This design comes from an exercise in tuning for small area on the open sky130 flow, not from production work.
No functional check of the RTL was part of this run.

==> design.v <==
module conv1 (
  input clock,
  input reset,
  input vld_in,
  input [5:0][15:0] in,
  output vld_out,
  output [63:0][15:0] out
);
  reg vld_r;
  always @(posedge clock) vld_r <= vld_in & ~reset;
  assign vld_out = vld_r;
  wire [15:0] i0 = in[0];
  wire [15:0] i1 = in[1];
  wire [15:0] i2 = in[2];
  wire [15:0] i3 = in[3];
  wire [15:0] i4 = in[4];
  wire [15:0] i5 = in[5];
  wire [15:0] a0 = i2 + ~i3;
  wire [15:0] a1 = ~i1 + i5 + 16'd1;
  wire [15:0] a2 = i4 + ~i5 + 16'd1;
  wire [15:0] a3 = i3 + i4;
  wire [15:0] a4 = i0 + i1;
  wire [15:0] a5 = i2 + i3;
  wire [15:0] a6 = i0 + a5;
  wire [15:0] a7 = ~i2 + a3 + 16'd1;
  wire [15:0] a8 = i1 + ~i2;
  wire [15:0] a9 = i0 + ~a8;
  wire [15:0] a10 = i2 + i5;
  wire [15:0] a11 = i1 + a10;
  wire [15:0] a12 = i0 + a2;
  wire [15:0] a13 = i4 + a0 + 16'd1;
  wire [15:0] a14 = i0 + ~a1 + 16'd1;
  wire [15:0] a15 = a2 + ~a4 + 16'd1;
  wire [15:0] a16 = i4 + a10;
  wire [15:0] a17 = i0 + a16;
  wire [15:0] a18 = a5 + ~a12 + 16'd1;
  wire [15:0] a19 = ~a8 + ~a18 + 16'd1;
  wire [15:0] a20 = a1 + ~a6 + 16'd1;
  wire [15:0] a21 = ~a2 + a9 + 16'd1;
  wire [15:0] a22 = ~a5 + ~a15 + 16'd1;
  reg [15:0] r0;
  always @(posedge clock) r0 <= i1;
  reg [15:0] r1;
  always @(posedge clock) r1 <= a0;
  reg [15:0] r2;
  always @(posedge clock) r2 <= a15;
  reg [15:0] r3;
  always @(posedge clock) r3 <= a18;
  reg [15:0] r4;
  always @(posedge clock) r4 <= a6;
  reg [15:0] r5;
  always @(posedge clock) r5 <= a1;
  reg [15:0] r6;
  always @(posedge clock) r6 <= a7;
  reg [15:0] r7;
  always @(posedge clock) r7 <= a9;
  reg [15:0] r8;
  always @(posedge clock) r8 <= a11;
  reg [15:0] r9;
  always @(posedge clock) r9 <= a2;
  reg [15:0] r10;
  always @(posedge clock) r10 <= i4;
  reg [15:0] r11;
  always @(posedge clock) r11 <= a3;
  reg [15:0] r12;
  always @(posedge clock) r12 <= a12;
  reg [15:0] r13;
  always @(posedge clock) r13 <= a13;
  reg [15:0] r14;
  always @(posedge clock) r14 <= a14;
  reg [15:0] r15;
  always @(posedge clock) r15 <= a19;
  reg [15:0] r16;
  always @(posedge clock) r16 <= a22;
  reg [15:0] r17;
  always @(posedge clock) r17 <= a17;
  reg [15:0] r18;
  always @(posedge clock) r18 <= a20;
  reg [15:0] r19;
  always @(posedge clock) r19 <= a4;
  reg [15:0] r20;
  always @(posedge clock) r20 <= i2;
  reg [15:0] r21;
  always @(posedge clock) r21 <= a21;
  wire [15:0] b0 = r9 + ~r10 + 16'd1;
  wire [15:0] b1 = ~r4 + r17 + 16'd1;
  wire [15:0] b2 = r9 + ~r11 + 16'd1;
  wire [15:0] b3 = r9 + r20;
  wire [15:0] b4 = r4 + ~r12 + 16'd1;
  wire [15:0] b5 = r9 + r4 + ~r14 + 16'd1;
  wire [15:0] b6 = ~r17 + r19 + 16'd1;
  wire [15:0] b7 = r0 + ~r13 + 16'd1;
  wire [15:0] b8 = ~r5 + ~r10 + 16'd1;
  wire [15:0] b8_inc = b8 + 16'd1;
  wire [15:0] b9 = ~r8 + r20 + 16'd1;
  wire [15:0] b10 = r7 + ~r17 + 16'd1;
  wire [15:0] b11 = ~r8 + r13 + 16'd1;
  wire [15:0] b12 = r1 + ~r8 + 16'd1;
  wire [15:0] b12_inc = b12 + 16'd1;
  wire [15:0] b13 = r8 + ~r11 + 16'd1;
  wire [15:0] b14 = r0 + r13;
  wire [15:0] b15 = r8 + ~r10 + 16'd1;
  wire [15:0] b16 = r15 + ~r20 + 16'd1;
  wire [15:0] b17 = ~r6 + ~r13 + r15 + 16'd2;
  wire [15:0] b18 = ~r1 + r21;
  wire [15:0] b19 = ~r4 + r8 + 16'd1;
  wire [15:0] b20 = ~r6 + ~r7 + 16'd1;
  wire [15:0] b20_inc = b20 + 16'd1;
  wire [15:0] b21 = ~r15 + ~r20 + 16'd1;
  wire [15:0] b21_inc = b21 + 16'd1;
  wire [15:0] b22 = ~r7 + ~r9 + 16'd1;
  wire [15:0] b22_inc = b22 + 16'd1;
  wire [15:0] b23 = ~r0 + r17 + 16'd1;
  wire [15:0] b24 = ~r7 + ~r11 + 16'd1;
  wire [15:0] b24_inc = b24 + 16'd1;
  wire [15:0] b25 = ~r11 + ~r8 + r19 + 16'd2;
  wire [15:0] b26 = r9 + r13 + ~r12 + 16'd1;
  wire [15:0] b27 = r1 + ~r12 + 16'd1;
  wire [15:0] b27_inc = b27 + 16'd1;
  wire [15:0] b28 = ~r11 + r12 + 16'd1;
  wire [15:0] b29 = r0 + r15;
  wire [15:0] b30 = ~r0 + r14 + 16'd1;
  wire [15:0] b31 = ~r6 + r12 + 16'd1;
  wire [15:0] b32 = ~r1 + ~r12 + 16'd1;
  wire [15:0] b33 = ~r5 + r7 + 16'd1;
  wire [15:0] b34 = ~r4 + r10 + 16'd1;
  wire [15:0] b35 = ~r4 + r9 + 16'd1;
  wire [15:0] b36 = r0 + ~r3 + 16'd1;
  wire [15:0] b37 = r13 + ~r14 + 16'd1;
  wire [15:0] b38 = ~r1 + r19;
  wire [15:0] b39 = r10 + r6 + ~r2 + 16'd1;
  wire [15:0] b40 = ~r10 + r14 + 16'd1;
  wire [15:0] b41 = ~r1 + r2;
  wire [15:0] b42 = ~r1 + ~r14 + 16'd1;
  wire [15:0] b43 = r10 + r13 + ~r2 + 16'd1;
  wire [15:0] b44 = ~r11 + ~r18 + 16'd1;
  wire [15:0] b44_inc = b44 + 16'd1;
  wire [15:0] b45 = r9 + ~r20 + ~r14 + 16'd2;
  wire [15:0] b46 = r0 + r17;
  wire [15:0] b47 = ~r10 + r18 + 16'd1;
  wire [15:0] b48 = ~r15 + r12 + r17 + 16'd1;
  wire [15:0] a22_inc = r16 + 16'd1;
  assign out[0] = b43;
  assign out[1] = b33;
  assign out[2] = r21;
  assign out[3] = b29;
  assign out[4] = b45;
  assign out[5] = r2;
  assign out[6] = b6;
  assign out[7] = b2;
  assign out[8] = b9;
  assign out[9] = b15;
  assign out[10] = b32;
  assign out[11] = b17;
  assign out[12] = b21_inc;
  assign out[13] = b23;
  assign out[14] = b16;
  assign out[15] = b34;
  assign out[16] = b3;
  assign out[17] = r0;
  assign out[18] = b37;
  assign out[19] = r17;
  assign out[20] = b19;
  assign out[21] = b0;
  assign out[22] = b46;
  assign out[23] = b26;
  assign out[24] = b28;
  assign out[25] = r15;
  assign out[26] = r5;
  assign out[27] = b40;
  assign out[28] = r14;
  assign out[29] = b24_inc;
  assign out[30] = b30;
  assign out[31] = b39;
  assign out[32] = b10;
  assign out[33] = b18;
  assign out[34] = b35;
  assign out[35] = b38;
  assign out[36] = r3;
  assign out[37] = b42;
  assign out[38] = b27_inc;
  assign out[39] = b31;
  assign out[40] = b22_inc;
  assign out[41] = b7;
  assign out[42] = b12_inc;
  assign out[43] = b13;
  assign out[44] = b38;
  assign out[45] = r8;
  assign out[46] = b41;
  assign out[47] = b36;
  assign out[48] = a22_inc;
  assign out[49] = b47;
  assign out[50] = 16'd0;
  assign out[51] = b1;
  assign out[52] = r18;
  assign out[53] = b4;
  assign out[54] = b44_inc;
  assign out[55] = r6;
  assign out[56] = b12_inc;
  assign out[57] = b14;
  assign out[58] = b11;
  assign out[59] = b48;
  assign out[60] = b20_inc;
  assign out[61] = b25;
  assign out[62] = b5;
  assign out[63] = b8_inc;
endmodule
==> flow/run.sh <==
#!/bin/bash
# Layout flow: standard synthesis (for the register list), then the hand-mapped
# adder netlist generated by flow/gen.py from flow/plan.json replaces the
# synthesized netlist; the rest is the standard ORFS flow, with port buffers
# of the smallest buffer cell.
set -eo pipefail
R=orfs/results/sky130hd/conv1/base
bash standard.sh synth > std_synth.log 2>&1
cp $R/1_2_yosys.v std_1_2_yosys.v
python3 flow/gen.py flow/plan.json std_1_2_yosys.v hand_netlist.v > gen.log 2>&1
cp hand_netlist.v $R/1_2_yosys.v
rm -f $R/1_synth.odb
bash standard.sh BUFFER_PORTS_ARGS="-buffer_cell sky130_fd_sc_hd__buf_1" PLACE_PINS_ARGS="-min_distance 1 -min_distance_in_tracks" finish > std_finish.log 2>&1
==> flow/gen.py <==
# Generates the hand-mapped gate netlist for conv1 from plan.json.
# usage: python3 gen.py plan.json std_netlist.v out_netlist.v
import json, sys, re, random, os
sys.path.insert(0, os.path.dirname(os.path.abspath(__file__)))
from nlgen3 import generate, write
plan = json.load(open(sys.argv[1]))
std = open(sys.argv[2]).read()
ffs = re.findall(r"sky130_fd_sc_hd__(dfxtp_\d)\s+(\\\S+|\S+)\s*\(", std)
stdnames = set(n for t, n in ffs)
# register-bit signatures from random simulation of the plan
M = 0xFFFF
rnd = random.Random(1)
N = 256
sigs = {}
vals = []
for t in range(N):
    x = [rnd.randrange(65536) for _ in range(6)]
    v = {f"i{j}": x[j] for j in range(6)}
    for nd in plan['nodes']:
        if nd['stage'] != 'A': continue
        op = lambda n, i: (~v[n]) & M if i else v[n]
        if nd.get('type') == 'inc': v[nd['name']] = (op(nd['a'], nd['inva']) + 1) & M
        else: v[nd['name']] = (sum(op(s_, i_) for s_, i_ in nd['ops']) + nd['const']) & M
    vals.append({r['name']: v[r['src']] for r in plan['regs']})
def sig(r, i): return tuple((vals[t][r] >> i) & 1 for t in range(N))
def ffn(r, i): return f"\\{r}[{i}]$_DFF_P_"
alias = {}
present = {}
for r in plan['regs']:
    for i in range(16):
        s = sig(r['name'], i)
        if ffn(r['name'], i) in stdnames: present.setdefault(s, (r['name'], i))
for r in plan['regs']:
    for i in range(16):
        if ffn(r['name'], i) not in stdnames:
            s = sig(r['name'], i)
            assert s in present, ('missing reg bit', r['name'], i)
            alias[(r['name'], i)] = present[s]
def ffname(r, i):
    if r == 'vld_r': return "\\vld_r$_DFF_P_ "
    return ffn(r, i) + " "
nl, assigns = generate(plan, ffname=ffname, alias=alias)
mine = len(re.findall(r"dfxtp_1", "\n".join(nl.lines)))
print('std ffs', len(ffs), 'mine', mine, 'aliases', alias)
assert mine == len(ffs)
write(nl, assigns, sys.argv[3])
print('area', round(nl.area, 1))
==> flow/nlgen3.py <==
# generic hand-mapped netlist generator: nodes list from plan (A nodes, regs, B nodes, inc nodes)
import json, sys, re
P='sky130_fd_sc_hd__'
AREA={'inv_1':3.7536,'xor2_1':8.7584,'xnor2_1':8.7584,'nand2_1':3.7536,'nor2_1':3.7536,'and2_0':6.256,'or2_0':6.256,
      'nor2b_1':6.256,'nand2b_1':6.256,'a21oi_1':5.0048,'o21ai_1':5.0048,'fa_1':20.0192,'dfxtp_1':20.0192,'conb_1':3.7536}
class NL:
    def __init__(s): s.lines=[]; s.n=0; s.area=0.0; s.cnt={}; s.nets=set()
    def net(s,hint=None):
        s.n+=1; nm=f"{hint}_{s.n}" if hint else f"_w{s.n}_"; s.nets.add(nm); return nm
    def cell(s,typ,pins,name=None):
        s.n+=1; nm=name or f"_c{s.n}_"
        s.lines.append(f"  {P}{typ} {nm} ("+", ".join(f".{k}({v})" for k,v in pins.items())+");")
        s.area+=AREA[typ]; s.cnt[typ]=s.cnt.get(typ,0)+1
    def g(s,typ,ins,outpin='Y',hint=None):
        o=s.net(hint); d=dict(ins); d[outpin]=o; s.cell(typ,d); return o
def inv(nl,x): return (nl.g('inv_1',{'A':x[0]}),x[1]^1)
def xor_sig(nl,x,y,want,hint=None):
    par=x[1]^y[1]^want
    if par==0: return (nl.g('xor2_1',{'A':x[0],'B':y[0]},'X',hint),want)
    return (nl.g('xnor2_1',{'A':x[0],'B':y[0]},'Y',hint),want)
def and_sig(nl,x,y,want):
    (nx,px),(ny,py)=x,y
    if want==0:
        if px and py: return (nl.g('nor2_1',{'A':nx,'B':ny}),0)
        if not px and not py: return (nl.g('and2_0',{'A':nx,'B':ny},'X'),0)
        if px: return (nl.g('nor2b_1',{'A':nx,'B_N':ny}),0)
        return (nl.g('nor2b_1',{'A':ny,'B_N':nx}),0)
    else:
        if not px and not py: return (nl.g('nand2_1',{'A':nx,'B':ny}),1)
        if px and py: return (nl.g('or2_0',{'A':nx,'B':ny},'X'),1)
        if px: return (nl.g('nand2b_1',{'A_N':nx,'B':ny}),1)
        return (nl.g('nand2b_1',{'A_N':ny,'B':nx}),1)
def or_sig(nl,x,y,want):
    r=and_sig(nl,(x[0],x[1]^1),(y[0],y[1]^1),want^1); return (r[0],want)
def pref(i,kf,c1pol=0):
    base=c1pol if kf<=1 else 0
    if i==0: return 1-base
    if i<kf: return 0
    if i==15: return None
    return 1-(base^((i-kf)%2))
def add_chain(nl,A,B,lo,cin,kf,wants,forced,c1pol,nm):
    """sum of A+B (lists for bits lo..15) with carry-in cin=('c',0/1) or ('s',signal). returns sum signals"""
    bits=[]; c=None
    n=len(A)
    for j in range(n):
        i=lo+j; a=A[j]; b=B[j]; w=wants[i]
        first=(j==0)
        if first and cin[0]=='c':
            c0=cin[1]
            s=xor_sig(nl,a,b,w^c0,hint=f"{nm}_sb{i}"); s=(s[0],s[1]^c0); bits.append(s)
            if i<15:
                cw=c1pol if kf<=1 else 0
                c=or_sig(nl,a,b,cw) if c0 else and_sig(nl,a,b,cw)
            continue
        if first: c=cin[1]
        if i<kf and i<15:
            P0=1 if (a[1]+b[1]+c[1])>=2 else 0
            ins=[x if x[1]==P0 else inv(nl,x) for x in (a,b,c)]
            so=nl.net(f"{nm}_sb{i}"); co=nl.net()
            nl.cell('fa_1',{'A':ins[0][0],'B':ins[1][0],'CIN':ins[2][0],'COUT':co,'SUM':so})
            s=(so,P0)
            if w!=P0 and forced: s=inv(nl,s)
            bits.append(s); c=(co,P0)
        elif i<15:
            if c[1]==0:
                t=xor_sig(nl,a,b,0)
                if a[1]==1 and b[1]==1: gg=(nl.g('nor2_1',{'A':a[0],'B':b[0]}),0)
                elif a[1]==1 or b[1]==1:
                    x=a if a[1]==1 else b
                    gg=(nl.g('nor2_1',{'A':x[0],'B':t[0]}),0)
                else: gg=and_sig(nl,a,b,0)
                cn=(nl.g('a21oi_1',{'A1':t[0],'A2':c[0],'B1':gg[0]}),1)
            else:
                t=xor_sig(nl,a,b,1)
                if a[1]==0 and b[1]==0: gg=(nl.g('nand2_1',{'A':a[0],'B':b[0]}),1)
                elif a[1]==0 or b[1]==0:
                    x=a if a[1]==0 else b
                    gg=(nl.g('nand2_1',{'A':x[0],'B':t[0]}),1)
                else: gg=and_sig(nl,a,b,1)
                cn=(nl.g('o21ai_1',{'A1':t[0],'A2':c[0],'B1':gg[0]}),0)
            bits.append(xor_sig(nl,t,c,w,hint=f"{nm}_sb{i}")); c=cn
        else:
            t=xor_sig(nl,a,b,0); bits.append(xor_sig(nl,t,c,w,hint=f"{nm}_sb{i}"))
    return bits
def generate(plan, ffname=None, kfdef=1, alias=None):
    """plan: dict with 'nodes' (ordered list: {name,stage,a,inva,b,invb,c0,kf} or {name,type:'inc',a,inva}),
       'regs': [{name,src}], 'outs': [name or None]"""
    nl=NL()
    sig={}
    for j in range(6): sig[f"i{j}"]=[(f"in[{16*j+i}]",0) for i in range(16)]
    nodes=plan['nodes']; regs=plan['regs']; outs=plan['outs']
    regnames={r['name'] for r in regs}
    forced0=set(o for o in outs if o)
    usemask=plan.get('usemask',False)
    if not usemask: forced0|=set(r['src'] for r in regs)
    # consumer preferences
    cons={}
    for nd in nodes:
        if 'ops' in nd:
            for src,inv_ in nd['ops']:
                cons.setdefault(src,[]).append((nd.get('kf',kfdef),inv_,'csa' if len(nd['ops'])==3 else 'add',nd.get('c1pol',0)))
            continue
        for side in ('a','b'):
            src=nd.get(side)
            if src is None: continue
            inv_=nd.get('inv'+side,False)
            cons.setdefault(src,[]).append((nd.get('kf',kfdef),inv_,nd.get('type','add'),nd.get('c1pol',0)))
    def want_pol_raw(name,i):
        votes=[0,0]
        for kf,inv_,typ,c1p in cons.get(name,[]):
            if typ=='inc': continue
            if typ=='csa':
                votes[int(inv_)]+=1; continue
            p=pref(i,kf,c1p)
            if p is None: continue
            votes[p^int(inv_)]+=1
        return 1 if votes[1]>votes[0] else 0
    srcmask={}
    if usemask:
        for r in regs:
            if r['name'] in forced0: r['mask']=0
            else:
                m=0
                for i in range(16):
                    m|=want_pol_raw(r['name'],i)<<i
                r['mask']=m
            srcmask.setdefault(r['src'],[]).append(r['mask'])
    def want_pol(name,i):
        if name in srcmask: return (srcmask[name][0]>>i)&1
        if name in forced0: return 0
        votes=[0,0]
        for kf,inv_,typ,c1p in cons.get(name,[]):
            if typ=='inc': continue
            if typ=='csa':
                votes[int(inv_)]+=1; continue
            p=pref(i,kf,c1p)
            if p is None: continue
            votes[p^int(inv_)]+=1
        return 1 if votes[1]>votes[0] else 0
    def emit_regs(stage_done):
        pass
    ffcount=0
    # vld
    vd=nl.g('nor2b_1',{'A':'reset','B_N':'vld_in'})
    nl.cell('dfxtp_1',{'CLK':'clock','D':vd,'Q':'vld_q'},name=ffname('vld_r',None) if ffname else "\\vld_r$_DFF_P_ ")
    nl.nets.add('vld_q')
    regs_emitted=False
    def do_regs():
        for r in regs:
            bits=[]
            for i in range(16):
                s=sig[r['src']][i]
                mk=(r.get('mask',0)>>i)&1
                if s[1]!=mk: s=inv(nl,s)
                if alias and (r['name'],i) in alias:
                    r2,i2=alias[(r['name'],i)]
                    bits.append((f"{r2}_q{i2}",0)); continue
                q=f"{r['name']}_q{i}"; nl.nets.add(q)
                nm=ffname(r['name'],i) if ffname else f"\\{r['name']}[{i}]$_DFF_P_ "
                nl.cell('dfxtp_1',{'CLK':'clock','D':s[0],'Q':q},name=nm)
                bits.append((q,mk))
            sig[r['name']]=bits
    for nd in nodes:
        if nd.get('stage')=='B' and not regs_emitted:
            do_regs(); regs_emitted=True
        nm=nd['name']; kf=nd.get('kf',kfdef)
        if nd.get('type')=='inc':
            A=[(s[0],s[1]^int(nd['inva'])) for s in sig[nd['a']]]
            bits=[]; c=None
            for i in range(16):
                a=A[i]; w=want_pol(nm,i)
                if i==0:
                    bits.append((a[0],a[1]^1) if w==(a[1]^1) else inv(nl,(a[0],a[1]^1)))
                    c=a
                else:
                    bits.append(xor_sig(nl,a,c,w))
                    if i<15: c=and_sig(nl,a,c,c[1]^1)
            sig[nm]=bits; continue
        ops=nd.get('ops') or [(nd['a'],nd['inva']),(nd['b'],nd['invb'])]
        OPS=[[(s[0],s[1]^int(iv)) for s in sig[src]] for src,iv in ops]
        c0=nd.get('const',nd.get('c0',0))
        wants=[want_pol(nm,i) for i in range(16)]
        if len(OPS)==2:
            A,B=OPS
            bits=add_chain(nl,A,B,0,('c',c0),kf,wants,nm in forced0,nd.get('c1pol',0),nm)
        else:
            X_,Y_,Z_=OPS
            sbits=[];kbits=[None]
            for i in range(16):
                x,y,z=X_[i],Y_[i],Z_[i]
                if i<15:
                    P0=1 if (x[1]+y[1]+z[1])>=2 else 0
                    ins=[q if q[1]==P0 else inv(nl,q) for q in (x,y,z)]
                    so=nl.net(); co=nl.net()
                    nl.cell('fa_1',{'A':ins[0][0],'B':ins[1][0],'CIN':ins[2][0],'COUT':co,'SUM':so})
                    sbits.append((so,P0)); kbits.append((co,P0))
                else:
                    t=xor_sig(nl,x,y,0); sbits.append(xor_sig(nl,t,z,0))
            # CPA: A=sbits, B=[b0]+kbits[1:], const c0 = b0+cin
            A=sbits; B=kbits
            if c0==0:
                b0=A[0]; bits=[b0 if b0[1]==wants[0] or True else b0]
                rest=add_chain(nl,A[1:],B[1:],1,('c',0),kf,wants,nm in forced0,nd.get('c1pol',0),nm)
            elif c0==2:
                bits=[A[0]]
                rest=add_chain(nl,A[1:],B[1:],1,('c',1),kf,wants,nm in forced0,nd.get('c1pol',0),nm)
            else:
                bits=[(A[0][0],A[0][1]^1)]
                rest=add_chain(nl,A[1:],B[1:],1,('s',A[0]),kf,wants,nm in forced0,nd.get('c1pol',0),nm)
            bits=bits+rest
        A,B=OPS[0],OPS[1]
        sig[nm]=bits
        nd['_opol']=[[x[1] for x in A],[x[1] for x in B]]
    if not regs_emitted: do_regs()
    assigns=[]
    for k,o in enumerate(outs):
        for i in range(16):
            port=f"out[{16*k+i}]"
            if o is None: assigns.append((port,None)); continue
            s=sig[o][i]
            if s[1]!=0: s=inv(nl,s)
            assigns.append((port,s[0]))
    return nl,assigns
def write(nl,assigns,fn):
    L=["module conv1 (clock, reset, vld_in, in, vld_out, out);","  input clock;","  input reset;","  input vld_in;","  input [95:0] in;","  output vld_out;","  output [1023:0] out;"]
    if any(s is None for _,s in assigns):
        nl.cell('conb_1',{'LO':'zlo','HI':'zhi'}); nl.nets|={'zlo','zhi'}
    for n in sorted(nl.nets): L.append(f"  wire {n};")
    L+=nl.lines
    L.append("  assign vld_out = vld_q;")
    for p,s in assigns: L.append(f"  assign {p} = {s if s else 'zlo'};")
    L.append("endmodule")
    open(fn,'w').write("\n".join(L)+"\n")

def optimize(plan, iters=4, **kw):
    best=None
    for it in range(iters+1):
        nl,assigns=generate(plan,**kw)
        if best is None or nl.area<best[0]:
            best=(nl.area,nl,assigns,[nd.get('c1pol',0) for nd in plan['nodes']])
        # choose c1pol per node given operand polarities
        for nd in plan['nodes']:
            if nd.get('type')=='inc' or '_opol' not in nd: continue
            kf=nd.get('kf',kw.get('kfdef',1))
            if kf>1: nd['c1pol']=0; continue
            pa,pb=nd['_opol']
            cost=[0,0]
            for c1 in (0,1):
                for i in range(15):
                    w=pref(i,kf,c1)
                    if w is None: continue
                    if not (pa[i]==w and pb[i]==w): cost[c1]+=1
            nd['c1pol']=0 if cost[0]<=cost[1] else 1
    for nd,c in zip(plan['nodes'],best[3]): nd['c1pol']=c
    return best[1],best[2]
==> flow/plan.json <==
{"nodes": [{"name": "a0", "stage": "A", "ops": [["i2", false], ["i3", true]], "const": 0, "lvl": 1, "kf": 5, "_opol": [[0, 0, 0, 0, 0, 0, 0, 0, 0, 0, 0, 0, 0, 0, 0, 0], [1, 1, 1, 1, 1, 1, 1, 1, 1, 1, 1, 1, 1, 1, 1, 1]]}, {"name": "a1", "stage": "A", "ops": [["i1", true], ["i5", false]], "const": 1, "lvl": 1, "kf": 5, "_opol": [[1, 1, 1, 1, 1, 1, 1, 1, 1, 1, 1, 1, 1, 1, 1, 1], [0, 0, 0, 0, 0, 0, 0, 0, 0, 0, 0, 0, 0, 0, 0, 0]]}, {"name": "a2", "stage": "A", "ops": [["i4", false], ["i5", true]], "const": 1, "lvl": 1, "kf": 1, "_opol": [[0, 0, 0, 0, 0, 0, 0, 0, 0, 0, 0, 0, 0, 0, 0, 0], [1, 1, 1, 1, 1, 1, 1, 1, 1, 1, 1, 1, 1, 1, 1, 1]]}, {"name": "a3", "stage": "A", "ops": [["i3", false], ["i4", false]], "const": 0, "lvl": 1, "kf": 5, "_opol": [[0, 0, 0, 0, 0, 0, 0, 0, 0, 0, 0, 0, 0, 0, 0, 0], [0, 0, 0, 0, 0, 0, 0, 0, 0, 0, 0, 0, 0, 0, 0, 0]]}, {"name": "a4", "stage": "A", "ops": [["i0", false], ["i1", false]], "const": 0, "lvl": 1, "kf": 4, "_opol": [[0, 0, 0, 0, 0, 0, 0, 0, 0, 0, 0, 0, 0, 0, 0, 0], [0, 0, 0, 0, 0, 0, 0, 0, 0, 0, 0, 0, 0, 0, 0, 0]]}, {"name": "a5", "stage": "A", "ops": [["i2", false], ["i3", false]], "const": 0, "lvl": 1, "kf": 3, "_opol": [[0, 0, 0, 0, 0, 0, 0, 0, 0, 0, 0, 0, 0, 0, 0, 0], [0, 0, 0, 0, 0, 0, 0, 0, 0, 0, 0, 0, 0, 0, 0, 0]]}, {"name": "a6", "stage": "A", "ops": [["i0", false], ["a5", false]], "const": 0, "lvl": 2, "kf": 3, "_opol": [[0, 0, 0, 0, 0, 0, 0, 0, 0, 0, 0, 0, 0, 0, 0, 0], [1, 0, 0, 1, 0, 1, 0, 1, 0, 1, 0, 1, 0, 1, 0, 0]]}, {"name": "a7", "stage": "A", "ops": [["i2", true], ["a3", false]], "const": 1, "lvl": 2, "kf": 5, "_opol": [[1, 1, 1, 1, 1, 1, 1, 1, 1, 1, 1, 1, 1, 1, 1, 1], [0, 0, 0, 0, 0, 0, 0, 0, 0, 0, 0, 0, 0, 0, 0, 0]]}, {"name": "a8", "stage": "A", "ops": [["i1", false], ["i2", true]], "const": 0, "lvl": 1, "kf": 3, "_opol": [[0, 0, 0, 0, 0, 0, 0, 0, 0, 0, 0, 0, 0, 0, 0, 0], [1, 1, 1, 1, 1, 1, 1, 1, 1, 1, 1, 1, 1, 1, 1, 1]]}, {"name": "a9", "stage": "A", "ops": [["i0", false], ["a8", true]], "const": 0, "lvl": 2, "kf": 3, "_opol": [[0, 0, 0, 0, 0, 0, 0, 0, 0, 0, 0, 0, 0, 0, 0, 0], [1, 1, 1, 1, 0, 1, 0, 1, 0, 1, 0, 1, 0, 1, 0, 1]]}, {"name": "a10", "stage": "A", "ops": [["i2", false], ["i5", false]], "const": 0, "lvl": 1, "kf": 4, "_opol": [[0, 0, 0, 0, 0, 0, 0, 0, 0, 0, 0, 0, 0, 0, 0, 0], [0, 0, 0, 0, 0, 0, 0, 0, 0, 0, 0, 0, 0, 0, 0, 0]]}, {"name": "a11", "stage": "A", "ops": [["i1", false], ["a10", false]], "const": 0, "lvl": 2, "kf": 5, "_opol": [[0, 0, 0, 0, 0, 0, 0, 0, 0, 0, 0, 0, 0, 0, 0, 0], [1, 0, 0, 0, 0, 0, 0, 0, 0, 0, 0, 0, 0, 0, 0, 0]]}, {"name": "a12", "stage": "A", "ops": [["i0", false], ["a2", false]], "const": 0, "lvl": 2, "kf": 1, "_opol": [[0, 0, 0, 0, 0, 0, 0, 0, 0, 0, 0, 0, 0, 0, 0, 0], [0, 0, 0, 0, 0, 0, 0, 0, 0, 0, 0, 0, 0, 0, 0, 0]]}, {"name": "a13", "stage": "A", "ops": [["i4", false], ["a0", false]], "const": 1, "lvl": 2, "kf": 5, "_opol": [[0, 0, 0, 0, 0, 0, 0, 0, 0, 0, 0, 0, 0, 0, 0, 0], [0, 0, 0, 0, 0, 0, 0, 0, 0, 0, 0, 0, 0, 0, 0, 0]]}, {"name": "a14", "stage": "A", "ops": [["i0", false], ["a1", true]], "const": 1, "lvl": 2, "kf": 5, "_opol": [[0, 0, 0, 0, 0, 0, 0, 0, 0, 0, 0, 0, 0, 0, 0, 0], [1, 1, 1, 1, 1, 1, 1, 1, 1, 1, 1, 1, 1, 1, 1, 1]]}, {"name": "a15", "stage": "A", "ops": [["a2", false], ["a4", true]], "const": 1, "lvl": 2, "kf": 4, "_opol": [[0, 0, 0, 0, 0, 0, 0, 0, 0, 0, 0, 0, 0, 0, 0, 0], [1, 1, 1, 1, 1, 1, 1, 1, 1, 1, 1, 1, 1, 1, 1, 1]]}, {"name": "a16", "stage": "A", "ops": [["i4", false], ["a10", false]], "const": 0, "lvl": 2, "kf": 4, "_opol": [[0, 0, 0, 0, 0, 0, 0, 0, 0, 0, 0, 0, 0, 0, 0, 0], [1, 0, 0, 0, 0, 0, 0, 0, 0, 0, 0, 0, 0, 0, 0, 0]]}, {"name": "a17", "stage": "A", "ops": [["i0", false], ["a16", false]], "const": 0, "lvl": 3, "kf": 4, "_opol": [[0, 0, 0, 0, 0, 0, 0, 0, 0, 0, 0, 0, 0, 0, 0, 0], [1, 0, 0, 0, 1, 0, 1, 0, 1, 0, 1, 0, 1, 0, 1, 0]]}, {"name": "a18", "stage": "A", "ops": [["a5", false], ["a12", true]], "const": 1, "lvl": 3, "kf": 1, "_opol": [[1, 0, 0, 1, 0, 1, 0, 1, 0, 1, 0, 1, 0, 1, 0, 0], [1, 1, 1, 1, 1, 1, 1, 1, 1, 1, 1, 1, 1, 1, 1, 1]]}, {"name": "a19", "stage": "A", "ops": [["a8", true], ["a18", true]], "const": 1, "lvl": 4, "kf": 1, "_opol": [[1, 1, 1, 1, 0, 1, 0, 1, 0, 1, 0, 1, 0, 1, 0, 1], [1, 1, 1, 1, 1, 1, 1, 1, 1, 1, 1, 1, 1, 1, 1, 1]]}, {"name": "a20", "stage": "A", "ops": [["a1", false], ["a6", true]], "const": 1, "lvl": 3, "kf": 3, "_opol": [[0, 0, 0, 0, 0, 0, 0, 0, 0, 0, 0, 0, 0, 0, 0, 0], [1, 1, 1, 1, 1, 1, 1, 1, 1, 1, 1, 1, 1, 1, 1, 1]]}, {"name": "a21", "stage": "A", "ops": [["a2", true], ["a9", false]], "const": 1, "lvl": 3, "kf": 3, "_opol": [[1, 1, 1, 1, 1, 1, 1, 1, 1, 1, 1, 1, 1, 1, 1, 1], [0, 0, 0, 0, 0, 0, 0, 0, 0, 0, 0, 0, 0, 0, 0, 0]]}, {"name": "a22", "stage": "A", "ops": [["a5", true], ["a15", true]], "const": 1, "lvl": 3, "kf": 4, "_opol": [[0, 1, 1, 0, 1, 0, 1, 0, 1, 0, 1, 0, 1, 0, 1, 1], [1, 1, 1, 1, 1, 1, 1, 1, 1, 1, 1, 1, 1, 1, 1, 1]]}, {"name": "b0", "stage": "B", "ops": [["r9", false], ["r10", true]], "const": 1, "lvl": 1, "kf": 1, "_opol": [[0, 0, 0, 0, 0, 0, 0, 0, 0, 0, 0, 0, 0, 0, 0, 0], [1, 1, 1, 1, 1, 1, 1, 1, 1, 1, 1, 1, 1, 1, 1, 1]]}, {"name": "b1", "stage": "B", "ops": [["r4", true], ["r17", false]], "const": 1, "lvl": 1, "kf": 2, "_opol": [[1, 1, 1, 1, 1, 1, 1, 1, 1, 1, 1, 1, 1, 1, 1, 1], [0, 0, 0, 0, 0, 0, 0, 0, 0, 0, 0, 0, 0, 0, 0, 0]]}, {"name": "b2", "stage": "B", "ops": [["r9", false], ["r11", true]], "const": 1, "lvl": 1, "kf": 2, "_opol": [[0, 0, 0, 0, 0, 0, 0, 0, 0, 0, 0, 0, 0, 0, 0, 0], [1, 1, 1, 1, 1, 1, 1, 1, 1, 1, 1, 1, 1, 1, 1, 1]]}, {"name": "b3", "stage": "B", "ops": [["r9", false], ["r20", false]], "const": 0, "lvl": 1, "kf": 2, "_opol": [[0, 0, 0, 0, 0, 0, 0, 0, 0, 0, 0, 0, 0, 0, 0, 0], [0, 0, 0, 0, 0, 0, 0, 0, 0, 0, 0, 0, 0, 0, 0, 0]]}, {"name": "b4", "stage": "B", "ops": [["r4", false], ["r12", true]], "const": 1, "lvl": 1, "kf": 2, "_opol": [[0, 0, 0, 0, 0, 0, 0, 0, 0, 0, 0, 0, 0, 0, 0, 0], [1, 1, 1, 1, 1, 1, 1, 1, 1, 1, 1, 1, 1, 1, 1, 1]]}, {"name": "b5", "stage": "B", "ops": [["r9", false], ["r4", false], ["r14", true]], "const": 1, "lvl": 1, "kf": 1, "_opol": [[0, 0, 0, 0, 0, 0, 0, 0, 0, 0, 0, 0, 0, 0, 0, 0], [0, 0, 0, 0, 0, 0, 0, 0, 0, 0, 0, 0, 0, 0, 0, 0]]}, {"name": "b6", "stage": "B", "ops": [["r17", true], ["r19", false]], "const": 1, "lvl": 1, "kf": 2, "_opol": [[1, 1, 1, 1, 1, 1, 1, 1, 1, 1, 1, 1, 1, 1, 1, 1], [0, 0, 0, 0, 0, 0, 0, 0, 0, 0, 0, 0, 0, 0, 0, 0]]}, {"name": "b7", "stage": "B", "ops": [["r0", false], ["r13", true]], "const": 1, "lvl": 1, "kf": 1, "_opol": [[0, 0, 0, 0, 0, 0, 0, 0, 0, 0, 0, 0, 0, 0, 0, 0], [1, 1, 1, 1, 1, 1, 1, 1, 1, 1, 1, 1, 1, 1, 1, 1]]}, {"name": "b8", "stage": "B", "ops": [["r5", true], ["r10", true]], "const": 1, "lvl": 1, "kf": 1, "_opol": [[1, 1, 1, 1, 1, 1, 1, 1, 1, 1, 1, 1, 1, 1, 1, 1], [1, 1, 1, 1, 1, 1, 1, 1, 1, 1, 1, 1, 1, 1, 1, 1]]}, {"name": "b8_inc", "stage": "B", "type": "inc", "a": "b8", "inva": false, "lvl": 2, "kf": 1}, {"name": "b9", "stage": "B", "ops": [["r8", true], ["r20", false]], "const": 1, "lvl": 1, "kf": 1, "_opol": [[1, 1, 1, 1, 1, 1, 1, 1, 1, 1, 1, 1, 1, 1, 1, 1], [0, 0, 0, 0, 0, 0, 0, 0, 0, 0, 0, 0, 0, 0, 0, 0]]}, {"name": "b10", "stage": "B", "ops": [["r7", false], ["r17", true]], "const": 1, "lvl": 1, "kf": 2, "_opol": [[0, 0, 0, 0, 0, 0, 0, 0, 0, 0, 0, 0, 0, 0, 0, 0], [1, 1, 1, 1, 1, 1, 1, 1, 1, 1, 1, 1, 1, 1, 1, 1]]}, {"name": "b11", "stage": "B", "ops": [["r8", true], ["r13", false]], "const": 1, "lvl": 1, "kf": 1, "_opol": [[1, 1, 1, 1, 1, 1, 1, 1, 1, 1, 1, 1, 1, 1, 1, 1], [0, 0, 0, 0, 0, 0, 0, 0, 0, 0, 0, 0, 0, 0, 0, 0]]}, {"name": "b12", "stage": "B", "ops": [["r1", false], ["r8", true]], "const": 1, "lvl": 1, "kf": 1, "_opol": [[0, 0, 0, 0, 0, 0, 0, 0, 0, 0, 0, 0, 0, 0, 0, 0], [1, 1, 1, 1, 1, 1, 1, 1, 1, 1, 1, 1, 1, 1, 1, 1]]}, {"name": "b12_inc", "stage": "B", "type": "inc", "a": "b12", "inva": false, "lvl": 2, "kf": 1}, {"name": "b13", "stage": "B", "ops": [["r8", false], ["r11", true]], "const": 1, "lvl": 1, "kf": 1, "_opol": [[0, 0, 0, 0, 0, 0, 0, 0, 0, 0, 0, 0, 0, 0, 0, 0], [1, 1, 1, 1, 1, 1, 1, 1, 1, 1, 1, 1, 1, 1, 1, 1]]}, {"name": "b14", "stage": "B", "ops": [["r0", false], ["r13", false]], "const": 0, "lvl": 1, "kf": 1, "_opol": [[0, 0, 0, 0, 0, 0, 0, 0, 0, 0, 0, 0, 0, 0, 0, 0], [0, 0, 0, 0, 0, 0, 0, 0, 0, 0, 0, 0, 0, 0, 0, 0]]}, {"name": "b15", "stage": "B", "ops": [["r8", false], ["r10", true]], "const": 1, "lvl": 1, "kf": 1, "_opol": [[0, 0, 0, 0, 0, 0, 0, 0, 0, 0, 0, 0, 0, 0, 0, 0], [1, 1, 1, 1, 1, 1, 1, 1, 1, 1, 1, 1, 1, 1, 1, 1]]}, {"name": "b16", "stage": "B", "ops": [["r15", false], ["r20", true]], "const": 1, "lvl": 1, "kf": 2, "_opol": [[0, 0, 0, 0, 0, 0, 0, 0, 0, 0, 0, 0, 0, 0, 0, 0], [1, 1, 1, 1, 1, 1, 1, 1, 1, 1, 1, 1, 1, 1, 1, 1]]}, {"name": "b17", "stage": "B", "ops": [["r6", true], ["r13", true], ["r15", false]], "const": 2, "lvl": 1, "kf": 1, "_opol": [[1, 1, 1, 1, 1, 1, 1, 1, 1, 1, 1, 1, 1, 1, 1, 1], [1, 1, 1, 1, 1, 1, 1, 1, 1, 1, 1, 1, 1, 1, 1, 1]]}, {"name": "b18", "stage": "B", "ops": [["r1", true], ["r21", false]], "const": 0, "lvl": 1, "kf": 2, "_opol": [[1, 1, 1, 1, 1, 1, 1, 1, 1, 1, 1, 1, 1, 1, 1, 1], [0, 0, 0, 0, 0, 0, 0, 0, 0, 0, 0, 0, 0, 0, 0, 0]]}, {"name": "b19", "stage": "B", "ops": [["r4", true], ["r8", false]], "const": 1, "lvl": 1, "kf": 1, "_opol": [[1, 1, 1, 1, 1, 1, 1, 1, 1, 1, 1, 1, 1, 1, 1, 1], [0, 0, 0, 0, 0, 0, 0, 0, 0, 0, 0, 0, 0, 0, 0, 0]]}, {"name": "b20", "stage": "B", "ops": [["r6", true], ["r7", true]], "const": 1, "lvl": 1, "kf": 1, "_opol": [[1, 1, 1, 1, 1, 1, 1, 1, 1, 1, 1, 1, 1, 1, 1, 1], [1, 1, 1, 1, 1, 1, 1, 1, 1, 1, 1, 1, 1, 1, 1, 1]]}, {"name": "b20_inc", "stage": "B", "type": "inc", "a": "b20", "inva": false, "lvl": 2, "kf": 1}, {"name": "b21", "stage": "B", "ops": [["r15", true], ["r20", true]], "const": 1, "lvl": 1, "kf": 1, "_opol": [[1, 1, 1, 1, 1, 1, 1, 1, 1, 1, 1, 1, 1, 1, 1, 1], [1, 1, 1, 1, 1, 1, 1, 1, 1, 1, 1, 1, 1, 1, 1, 1]]}, {"name": "b21_inc", "stage": "B", "type": "inc", "a": "b21", "inva": false, "lvl": 2, "kf": 1}, {"name": "b22", "stage": "B", "ops": [["r7", true], ["r9", true]], "const": 1, "lvl": 1, "kf": 1, "_opol": [[1, 1, 1, 1, 1, 1, 1, 1, 1, 1, 1, 1, 1, 1, 1, 1], [1, 1, 1, 1, 1, 1, 1, 1, 1, 1, 1, 1, 1, 1, 1, 1]]}, {"name": "b22_inc", "stage": "B", "type": "inc", "a": "b22", "inva": false, "lvl": 2, "kf": 1}, {"name": "b23", "stage": "B", "ops": [["r0", true], ["r17", false]], "const": 1, "lvl": 1, "kf": 1, "_opol": [[1, 1, 1, 1, 1, 1, 1, 1, 1, 1, 1, 1, 1, 1, 1, 1], [0, 0, 0, 0, 0, 0, 0, 0, 0, 0, 0, 0, 0, 0, 0, 0]]}, {"name": "b24", "stage": "B", "ops": [["r7", true], ["r11", true]], "const": 1, "lvl": 1, "kf": 1, "_opol": [[1, 1, 1, 1, 1, 1, 1, 1, 1, 1, 1, 1, 1, 1, 1, 1], [1, 1, 1, 1, 1, 1, 1, 1, 1, 1, 1, 1, 1, 1, 1, 1]]}, {"name": "b24_inc", "stage": "B", "type": "inc", "a": "b24", "inva": false, "lvl": 2, "kf": 1}, {"name": "b25", "stage": "B", "ops": [["r11", true], ["r8", true], ["r19", false]], "const": 2, "lvl": 1, "kf": 1, "_opol": [[1, 1, 1, 1, 1, 1, 1, 1, 1, 1, 1, 1, 1, 1, 1, 1], [1, 1, 1, 1, 1, 1, 1, 1, 1, 1, 1, 1, 1, 1, 1, 1]]}, {"name": "b26", "stage": "B", "ops": [["r9", false], ["r13", false], ["r12", true]], "const": 1, "lvl": 1, "kf": 1, "_opol": [[0, 0, 0, 0, 0, 0, 0, 0, 0, 0, 0, 0, 0, 0, 0, 0], [0, 0, 0, 0, 0, 0, 0, 0, 0, 0, 0, 0, 0, 0, 0, 0]]}, {"name": "b27", "stage": "B", "ops": [["r1", false], ["r12", true]], "const": 1, "lvl": 1, "kf": 1, "_opol": [[0, 0, 0, 0, 0, 0, 0, 0, 0, 0, 0, 0, 0, 0, 0, 0], [1, 1, 1, 1, 1, 1, 1, 1, 1, 1, 1, 1, 1, 1, 1, 1]]}, {"name": "b27_inc", "stage": "B", "type": "inc", "a": "b27", "inva": false, "lvl": 2, "kf": 1}, {"name": "b28", "stage": "B", "ops": [["r11", true], ["r12", false]], "const": 1, "lvl": 1, "kf": 2, "_opol": [[1, 1, 1, 1, 1, 1, 1, 1, 1, 1, 1, 1, 1, 1, 1, 1], [0, 0, 0, 0, 0, 0, 0, 0, 0, 0, 0, 0, 0, 0, 0, 0]]}, {"name": "b29", "stage": "B", "ops": [["r0", false], ["r15", false]], "const": 0, "lvl": 1, "kf": 1, "_opol": [[0, 0, 0, 0, 0, 0, 0, 0, 0, 0, 0, 0, 0, 0, 0, 0], [0, 0, 0, 0, 0, 0, 0, 0, 0, 0, 0, 0, 0, 0, 0, 0]]}, {"name": "b30", "stage": "B", "ops": [["r0", true], ["r14", false]], "const": 1, "lvl": 1, "kf": 1, "_opol": [[1, 1, 1, 1, 1, 1, 1, 1, 1, 1, 1, 1, 1, 1, 1, 1], [0, 0, 0, 0, 0, 0, 0, 0, 0, 0, 0, 0, 0, 0, 0, 0]]}, {"name": "b31", "stage": "B", "ops": [["r6", true], ["r12", false]], "const": 1, "lvl": 1, "kf": 2, "_opol": [[1, 1, 1, 1, 1, 1, 1, 1, 1, 1, 1, 1, 1, 1, 1, 1], [0, 0, 0, 0, 0, 0, 0, 0, 0, 0, 0, 0, 0, 0, 0, 0]]}, {"name": "b32", "stage": "B", "ops": [["r1", true], ["r12", true]], "const": 1, "lvl": 1, "kf": 3, "_opol": [[1, 1, 1, 1, 1, 1, 1, 1, 1, 1, 1, 1, 1, 1, 1, 1], [1, 1, 1, 1, 1, 1, 1, 1, 1, 1, 1, 1, 1, 1, 1, 1]]}, {"name": "b33", "stage": "B", "ops": [["r5", true], ["r7", false]], "const": 1, "lvl": 1, "kf": 2, "_opol": [[1, 1, 1, 1, 1, 1, 1, 1, 1, 1, 1, 1, 1, 1, 1, 1], [0, 0, 0, 0, 0, 0, 0, 0, 0, 0, 0, 0, 0, 0, 0, 0]]}, {"name": "b34", "stage": "B", "ops": [["r4", true], ["r10", false]], "const": 1, "lvl": 1, "kf": 1, "_opol": [[1, 1, 1, 1, 1, 1, 1, 1, 1, 1, 1, 1, 1, 1, 1, 1], [0, 0, 0, 0, 0, 0, 0, 0, 0, 0, 0, 0, 0, 0, 0, 0]]}, {"name": "b35", "stage": "B", "ops": [["r4", true], ["r9", false]], "const": 1, "lvl": 1, "kf": 2, "_opol": [[1, 1, 1, 1, 1, 1, 1, 1, 1, 1, 1, 1, 1, 1, 1, 1], [0, 0, 0, 0, 0, 0, 0, 0, 0, 0, 0, 0, 0, 0, 0, 0]]}, {"name": "b36", "stage": "B", "ops": [["r0", false], ["r3", true]], "const": 1, "lvl": 1, "kf": 1, "_opol": [[0, 0, 0, 0, 0, 0, 0, 0, 0, 0, 0, 0, 0, 0, 0, 0], [1, 1, 1, 1, 1, 1, 1, 1, 1, 1, 1, 1, 1, 1, 1, 1]]}, {"name": "b37", "stage": "B", "ops": [["r13", false], ["r14", true]], "const": 1, "lvl": 1, "kf": 2, "_opol": [[0, 0, 0, 0, 0, 0, 0, 0, 0, 0, 0, 0, 0, 0, 0, 0], [1, 1, 1, 1, 1, 1, 1, 1, 1, 1, 1, 1, 1, 1, 1, 1]]}, {"name": "b38", "stage": "B", "ops": [["r1", true], ["r19", false]], "const": 0, "lvl": 1, "kf": 1, "_opol": [[1, 1, 1, 1, 1, 1, 1, 1, 1, 1, 1, 1, 1, 1, 1, 1], [0, 0, 0, 0, 0, 0, 0, 0, 0, 0, 0, 0, 0, 0, 0, 0]]}, {"name": "b39", "stage": "B", "ops": [["r10", false], ["r6", false], ["r2", true]], "const": 1, "lvl": 1, "kf": 1, "_opol": [[0, 0, 0, 0, 0, 0, 0, 0, 0, 0, 0, 0, 0, 0, 0, 0], [0, 0, 0, 0, 0, 0, 0, 0, 0, 0, 0, 0, 0, 0, 0, 0]]}, {"name": "b40", "stage": "B", "ops": [["r10", true], ["r14", false]], "const": 1, "lvl": 1, "kf": 1, "_opol": [[1, 1, 1, 1, 1, 1, 1, 1, 1, 1, 1, 1, 1, 1, 1, 1], [0, 0, 0, 0, 0, 0, 0, 0, 0, 0, 0, 0, 0, 0, 0, 0]]}, {"name": "b41", "stage": "B", "ops": [["r1", true], ["r2", false]], "const": 0, "lvl": 1, "kf": 2, "_opol": [[1, 1, 1, 1, 1, 1, 1, 1, 1, 1, 1, 1, 1, 1, 1, 1], [0, 0, 0, 0, 0, 0, 0, 0, 0, 0, 0, 0, 0, 0, 0, 0]]}, {"name": "b42", "stage": "B", "ops": [["r1", true], ["r14", true]], "const": 1, "lvl": 1, "kf": 3, "_opol": [[1, 1, 1, 1, 1, 1, 1, 1, 1, 1, 1, 1, 1, 1, 1, 1], [1, 1, 1, 1, 1, 1, 1, 1, 1, 1, 1, 1, 1, 1, 1, 1]]}, {"name": "b43", "stage": "B", "ops": [["r10", false], ["r13", false], ["r2", true]], "const": 1, "lvl": 1, "kf": 1, "_opol": [[0, 0, 0, 0, 0, 0, 0, 0, 0, 0, 0, 0, 0, 0, 0, 0], [0, 0, 0, 0, 0, 0, 0, 0, 0, 0, 0, 0, 0, 0, 0, 0]]}, {"name": "b44", "stage": "B", "ops": [["r11", true], ["r18", true]], "const": 1, "lvl": 1, "kf": 1, "_opol": [[1, 1, 1, 1, 1, 1, 1, 1, 1, 1, 1, 1, 1, 1, 1, 1], [1, 1, 1, 1, 1, 1, 1, 1, 1, 1, 1, 1, 1, 1, 1, 1]]}, {"name": "b44_inc", "stage": "B", "type": "inc", "a": "b44", "inva": false, "lvl": 2, "kf": 1}, {"name": "b45", "stage": "B", "ops": [["r9", false], ["r20", true], ["r14", true]], "const": 2, "lvl": 1, "kf": 1, "_opol": [[0, 0, 0, 0, 0, 0, 0, 0, 0, 0, 0, 0, 0, 0, 0, 0], [1, 1, 1, 1, 1, 1, 1, 1, 1, 1, 1, 1, 1, 1, 1, 1]]}, {"name": "b46", "stage": "B", "ops": [["r0", false], ["r17", false]], "const": 0, "lvl": 1, "kf": 1, "_opol": [[0, 0, 0, 0, 0, 0, 0, 0, 0, 0, 0, 0, 0, 0, 0, 0], [0, 0, 0, 0, 0, 0, 0, 0, 0, 0, 0, 0, 0, 0, 0, 0]]}, {"name": "b47", "stage": "B", "ops": [["r10", true], ["r18", false]], "const": 1, "lvl": 1, "kf": 1, "_opol": [[1, 1, 1, 1, 1, 1, 1, 1, 1, 1, 1, 1, 1, 1, 1, 1], [0, 0, 0, 0, 0, 0, 0, 0, 0, 0, 0, 0, 0, 0, 0, 0]]}, {"name": "b48", "stage": "B", "ops": [["r15", true], ["r12", false], ["r17", false]], "const": 1, "lvl": 1, "kf": 1, "_opol": [[1, 1, 1, 1, 1, 1, 1, 1, 1, 1, 1, 1, 1, 1, 1, 1], [0, 0, 0, 0, 0, 0, 0, 0, 0, 0, 0, 0, 0, 0, 0, 0]]}, {"name": "a22_inc", "stage": "B", "type": "inc", "a": "r16", "inva": false, "lvl": 1, "kf": 1}], "regs": [{"name": "r0", "src": "i1"}, {"name": "r1", "src": "a0"}, {"name": "r2", "src": "a15"}, {"name": "r3", "src": "a18"}, {"name": "r4", "src": "a6"}, {"name": "r5", "src": "a1"}, {"name": "r6", "src": "a7"}, {"name": "r7", "src": "a9"}, {"name": "r8", "src": "a11"}, {"name": "r9", "src": "a2"}, {"name": "r10", "src": "i4"}, {"name": "r11", "src": "a3"}, {"name": "r12", "src": "a12"}, {"name": "r13", "src": "a13"}, {"name": "r14", "src": "a14"}, {"name": "r15", "src": "a19"}, {"name": "r16", "src": "a22"}, {"name": "r17", "src": "a17"}, {"name": "r18", "src": "a20"}, {"name": "r19", "src": "a4"}, {"name": "r20", "src": "i2"}, {"name": "r21", "src": "a21"}], "outs": ["b43", "b33", "r21", "b29", "b45", "r2", "b6", "b2", "b9", "b15", "b32", "b17", "b21_inc", "b23", "b16", "b34", "b3", "r0", "b37", "r17", "b19", "b0", "b46", "b26", "b28", "r15", "r5", "b40", "r14", "b24_inc", "b30", "b39", "b10", "b18", "b35", "b38", "r3", "b42", "b27_inc", "b31", "b22_inc", "b7", "b12_inc", "b13", "b38", "r8", "b41", "b36", "a22_inc", "b47", null, "b1", "r18", "b4", "b44_inc", "r6", "b12_inc", "b14", "b11", "b48", "b20_inc", "b25", "b5", "b8_inc"], "cost": 24760, "conf": 1}
==> standard.sh <==
#!/bin/bash
# synth_recipe.tcl (not shown) runs the flow's synth.tcl, then flattens the netlist and writes it again
# the make line also repeats each setting of config.mk as NAME=value (left out here)
make -C /OpenROAD-flow-scripts/flow DESIGN_CONFIG=/design/flow/config.mk WORK_HOME=/design/flow/orfs CLKGATE_MAP_FILE= SYNTH_SCRIPT=/design/flow/synth_recipe.tcl "${@:-finish}"
==> config.mk <==
export PLATFORM = sky130hd
export DESIGN_NAME = conv1
export DESIGN_NICKNAME = conv1
export VERILOG_FILES = /design/flow/design.v
export SDC_FILE = /design/flow/constraint.sdc
export NUM_CORES = 8
export LEC_CHECK = 0
export CAP_MARGIN = 20
export CORE_MARGIN = 2
export CORE_UTILIZATION = 50
export PLACE_DENSITY = 0.7
export SLEW_MARGIN = 20
==> constraint.sdc <==
create_clock -name core_clock -period 6.0 [get_ports {clock}]
set_input_delay 1.2000 -clock core_clock [delete_from_list [all_inputs] [get_ports {clock}]]
set_output_delay 1.2000 -clock core_clock [all_outputs]
set_load 0.01 [all_outputs]
==> results.cfg <==
[yosys]
syn-cell-area_um2 = 40770
yosysWarnings = 1
syn_inst = 5010
syn_area_per_cell_um2 = 8.139

[floorplanning]
ios = 1124
die_y_um = 289.6
die_w_um = 289.6
rows = 104
initial_core_util_pct = 50.54

[place]
dp_hpwl_um = 171600
place_ws_ns = -0.4475
place.gp.congestion = 1.188
placed_cell_area_um2 = 52320
portBuffers = 1107

[clocking]
h-tree-depth = 2
root_buffer = clkbuf_16
cts-buffers-inserted = 43
clock_path_buffers = 3

[run_status]
stop_stage = global routing (5_1_grt)
stop_error = [ERROR GRT-0116] Global routing finished with congestion. Check the congestion regions in the DRC Viewer.
status = did not finish

[grt]
grtUsageTotal_pct = 46.83
grt_max_degree = 14
grt_pass1_vias = 42860
grt.overflow.total = 2
grt_pass1_wl_um = 283600
[what timing repair did]
item / in CTS
resized for setup: 163
hold buffers: 0
endpoints found under the setup margin: 114
setup buffers: 6
pin swaps: 11
[worst max-delay path by stage]
stage / slack, ns / startpoint / depth (start not counted) / to
floorplan: 0.43 / in[16] / 21 / r16[15]
CTS: -0.01 / r1[1] / 24 / out[623]
global placement: -0.34 / in[16] / 23 / r16[15]
detailed placement: -0.45 / in[32] / 25 / r18[15]
[per-stage QoR]
step	util [%]	std cells
2_1_floorplan	-	5025
3_3_place_gp	64.85	7989
3_5_place_dp	64.85	7989
4_1_cts	67.39	8072
[routing by layer]
layer	overflow	global-route usage [%]
met5	0	1.534
met4	0	32.85
met3	0	16.51
met2	2	69.58
met1	0	56.34
[power groups by stage]
stage | Sequential [mW] | Clock [mW] | Combinational, mW
after floorplan | 5.51 | 0 | 26.9
after global placement | 6.11 | 0 | 50.2
after detailed placement | 6.13 | 0 | 50.7
after CTS | 6.10 | 2.73 | 51.9
